From an optimization exercise on the open Yosys and OpenROAD flow, aimed at small area and a short achievable clock period; shortcuts taken in it are not production practice. Function was checked by simulation only, so behaviour that the tests miss may differ from the original. No activity file was given, so power comes from the tool's default toggle rates.

## Core
module Core(
  input         clock,
  input         reset,
  output [31:0] io_instrAddr,
  input  [31:0] io_instrData,
  output [31:0] io_dataAddr,
  output [31:0] io_dataWrite,
  input  [31:0] io_dataRead,
  output        io_dataWen,
  output        io_dataRen,
  output [3:0]  io_dataMask,
  output [31:0] io_pcDebug
);
export LEC_CHECK = 0
export CAP_MARGIN = 20
export CORE_MARGIN = 2
export CORE_UTILIZATION = 50
export SETUP_SLACK_MARGIN = 5
export SLEW_MARGIN = 20
export SYNTH_HIERARCHICAL = 1
create_clock -name core_clock -period 14.5 [get_ports {clock}]
standard.sh (not shown) runs the stock make flow with config.mk's settings and CLKGATE_MAP_FILE= SYNTH_SCRIPT=/design/flow/synth_recipe.tcl, a recipe that flattens the netlist after the stock synthesis.
==> flow/flow/run.sh <==
#!/bin/bash
# Layout flow: the standard flow (standard.sh) with the standard synthesis
# unchanged, and two changes to how the layout is made:
#  - the port buffers are buf_2 cells instead of the delay buffers buffer_ports
#    picks by default (every port still gets its buffer);
#  - the clock tree is built without dummy loads, from larger sink clusters.
# Each step's full output goes to a log file of its own in this folder.
set -euo pipefail
bash standard.sh synth > log_1_synth.txt 2>&1
bash standard.sh \
  "BUFFER_PORTS_ARGS=-buffer_cell sky130_fd_sc_hd__buf_2" \
  "CTS_ARGS=-sink_clustering_enable -repair_clock_nets -dont_use_dummy_load -sink_clustering_size 25 -sink_clustering_max_diameter 80" \
  finish > log_2_layout.txt 2>&1
Edit:
Settings changed: CORE_UTILIZATION 50 to 58.
The changed run ran to the end with no violations.
Final cell count decreases by 3.7%.
Final area decreases by 0.39%.
Power decreases by 0.75%.
Clock power decreases by about 2%.
Wire length decreases by 4.7%.
Clock-buffer cell count decreases by 2.

run 1:
Another version of the RTL of Core (not shown whole).
For scale: about 4000 cells after synthesis, ~200 I/O pins, about 0.052 mm² of cells after synthesis.
Settings: LEC_CHECK=0, CAP_MARGIN=20, CORE_MARGIN=2, CORE_UTILIZATION=58, SETUP_SLACK_MARGIN=5, SLEW_MARGIN=20, SYNTH_HIERARCHICAL=1; clock period 14.5 ns.
==> flow/flow/run.sh <==
#!/bin/bash
# Layout flow: the standard flow (standard.sh) with the standard synthesis
# unchanged, and two changes to how the layout is made:
#  - the port buffers are buf_2 cells instead of the delay buffers buffer_ports
#    picks by default (every port still gets its buffer);
#  - the clock tree is built without dummy loads, from larger sink clusters.
# Each step's full output goes to a log file of its own in this folder.
set -euo pipefail
bash standard.sh synth > log_1_synth.txt 2>&1
bash standard.sh \
  "BUFFER_PORTS_ARGS=-buffer_cell sky130_fd_sc_hd__buf_2" \
  "CTS_ARGS=-sink_clustering_enable -repair_clock_nets -dont_use_dummy_load -sink_clustering_size 30 -sink_clustering_max_diameter 100" \
  finish > log_2_layout.txt 2>&1
For run 2, these inputs were changed with respect to run 1:
-- flow/config.mk --
<<< run 1, line 8
export CAP_MARGIN = 20
export CORE_MARGIN = 2
export CORE_UTILIZATION = 58
export SETUP_SLACK_MARGIN = 5
export SLEW_MARGIN = 20
>>> run 2, line 8
export CAP_MARGIN = 20
export CORE_MARGIN = 2
export CORE_UTILIZATION = 50
export SETUP_SLACK_MARGIN = 5
export SLEW_MARGIN = 20
==> results.txt <==
Run 2: done, clean on timing, DRC and antenna. Run 1: flow completed, timing, DRC and antenna clean. NOTE: number of instances resized during post-cts repair in run 2 exceeds that of run 1. Comparing the two runs side by side, run 2 comes out behind run 1 on total power. Going from run 1 to run 2, critical path depth shows an increase of 1, routed length per instance dropped 1.0 µm. Compared with run 1, area of placed instances in run 2 increased slightly. Delta (run 2 minus run 1): wire length of the first global-routing pass went up by 3700 µm; count of plain and timing-repair buffers went up by 20; final weighted congestion in routability-driven placement went up by 0.046; total number of placement rows went up by 7.3%. The more densely filled core belongs to run 1, not run 2. Relative to run 1, the x dimension of the die measured on run 2 has increased by a little under 10%.

oak:
Another version of the RTL of Core (not shown whole).
For scale: roughly 4,100 cells after synthesis, roughly 200 I/O pins, roughly 0.054 sq mm of cells after synthesis.
## Core
module Core(
  input         clock,
  input         reset,
  output [31:0] io_instrAddr,
  input  [31:0] io_instrData,
  output [31:0] io_dataAddr,
  output [31:0] io_dataWrite,
  input  [31:0] io_dataRead,
  output        io_dataWen,
  output        io_dataRen,
  output [3:0]  io_dataMask,
  output [31:0] io_pcDebug
);
clock: 14.5 ns
lec_check: 0
cap_margin: 20
core_margin: 2
core_utilization: 58
setup_slack_margin: 5
slew_margin: 20
synth_hierarchical: 1
==> flow/flow/run.sh <==
#!/bin/bash
# Layout flow: the standard flow (standard.sh) with the standard synthesis
# unchanged, and two changes to how the layout is made:
#  - the port buffers are buf_2 cells instead of the delay buffers buffer_ports
#    picks by default (every port still gets its buffer);
#  - the clock tree is built without dummy loads, from larger sink clusters.
# Each step's full output goes to a log file of its own in this folder.
set -euo pipefail
bash standard.sh synth > log_1_synth.txt 2>&1
bash standard.sh \
  "BUFFER_PORTS_ARGS=-buffer_cell sky130_fd_sc_hd__buf_2" \
  "CTS_ARGS=-sink_clustering_enable -repair_clock_nets -dont_use_dummy_load -sink_clustering_size 25 -sink_clustering_max_diameter 80" \
  finish > log_2_layout.txt 2>&1
oak finished all stages; layout check result: FAIL, due to max-slew violations.
Modified inputs, pine compared to oak
Settings: CORE_UTILIZATION changed from 58 to 50.
diff --git a/flow/flow/run.sh b/flow/flow/run.sh
--- a/flow/flow/run.sh
+++ b/flow/flow/run.sh
@@ -11,3 +11,3 @@
   "BUFFER_PORTS_ARGS=-buffer_cell sky130_fd_sc_hd__buf_2" \
-  "CTS_ARGS=-sink_clustering_enable -repair_clock_nets -dont_use_dummy_load -sink_clustering_size 25 -sink_clustering_max_diameter 80" \
+  "CTS_ARGS=-sink_clustering_enable -repair_clock_nets -dont_use_dummy_load -sink_clustering_size 30 -sink_clustering_max_diameter 100" \
   finish > log_2_layout.txt 2>&1
==> results.txt <==
pine -> stages 100% | layout checks FAIL | max-slew violations. Switching component of the power: pine < oak. Diff oak -> pine: global-route wire length before repair saw an increase; cell count along the critical path saw a decrease; register-to-register slack saw a decrease. oak → pine: area growth from synthesis to layout saw an increase, area of combinational cells with multiple inputs saw little to no change, count of multi-input gates did not really move, minimum clock period after layout now sits higher, total wirelength of the detailed-routed design went up by 3.0%. In pine relative to oak, count of clock-net buffers in the final layout had gone down by more than 10%.

==> static timing again, ports no longer ideal <==
How much do the figures lean on ideal ports? The routed layouts below were timed once more, with nothing changed but the port constraints. Step 1, drivers: a clkbuf_16 drives clock and a buf_2 each remaining input, both assumed. Step 2 times the ports against the registers' clock, not the clock port: input delays grow and output delays shrink by t, the midpoint of the rising clock arrivals with the driver on. a / b / c = ideal ports / drivers / drivers and shift; a / b = the first two.
| run | t, ns | slack for setup (ns) | hold slack, ns | latest minus earliest clock arrival (ns) | slew at the worst register clock pin (ns) |
|---|---|---|---|---|---|
| the first run of note 1 | 0.754 | 4.769 / 4.728 / 4.441 | 0.541 / 0.541 / 0.541 | 0.133 / 0.133 | 0.10 / 0.10 |
| the second run of note 1 | 0.745 | 4.849 / 4.591 / 4.460 | 0.528 / 0.528 / 0.528 | 0.131 / 0.131 | 0.10 / 0.10 |
| run 1 | 0.699 | 4.743 / 4.692 / 4.242 | 0.540 / 0.540 / 0.540 | 0.102 / 0.101 | 0.12 / 0.12 |
| run 2 | 0.733 | 4.760 / 4.560 / 4.401 | 0.557 / 0.557 / 0.557 | 0.135 / 0.134 | 0.12 / 0.12 |
| oak | 0.750 | 4.980 / 4.929 / 4.444 | 0.540 / 0.540 / 0.540 | 0.125 / 0.125 | 0.10 / 0.10 |
| pine | 0.723 | 4.918 / 4.880 / 4.467 | 0.533 / 0.533 / 0.533 | 0.135 / 0.135 | 0.12 / 0.12 |
The setup slack of oak, which loses most, moves by -0.051 ns with the drivers and by -0.536 ns with both steps.
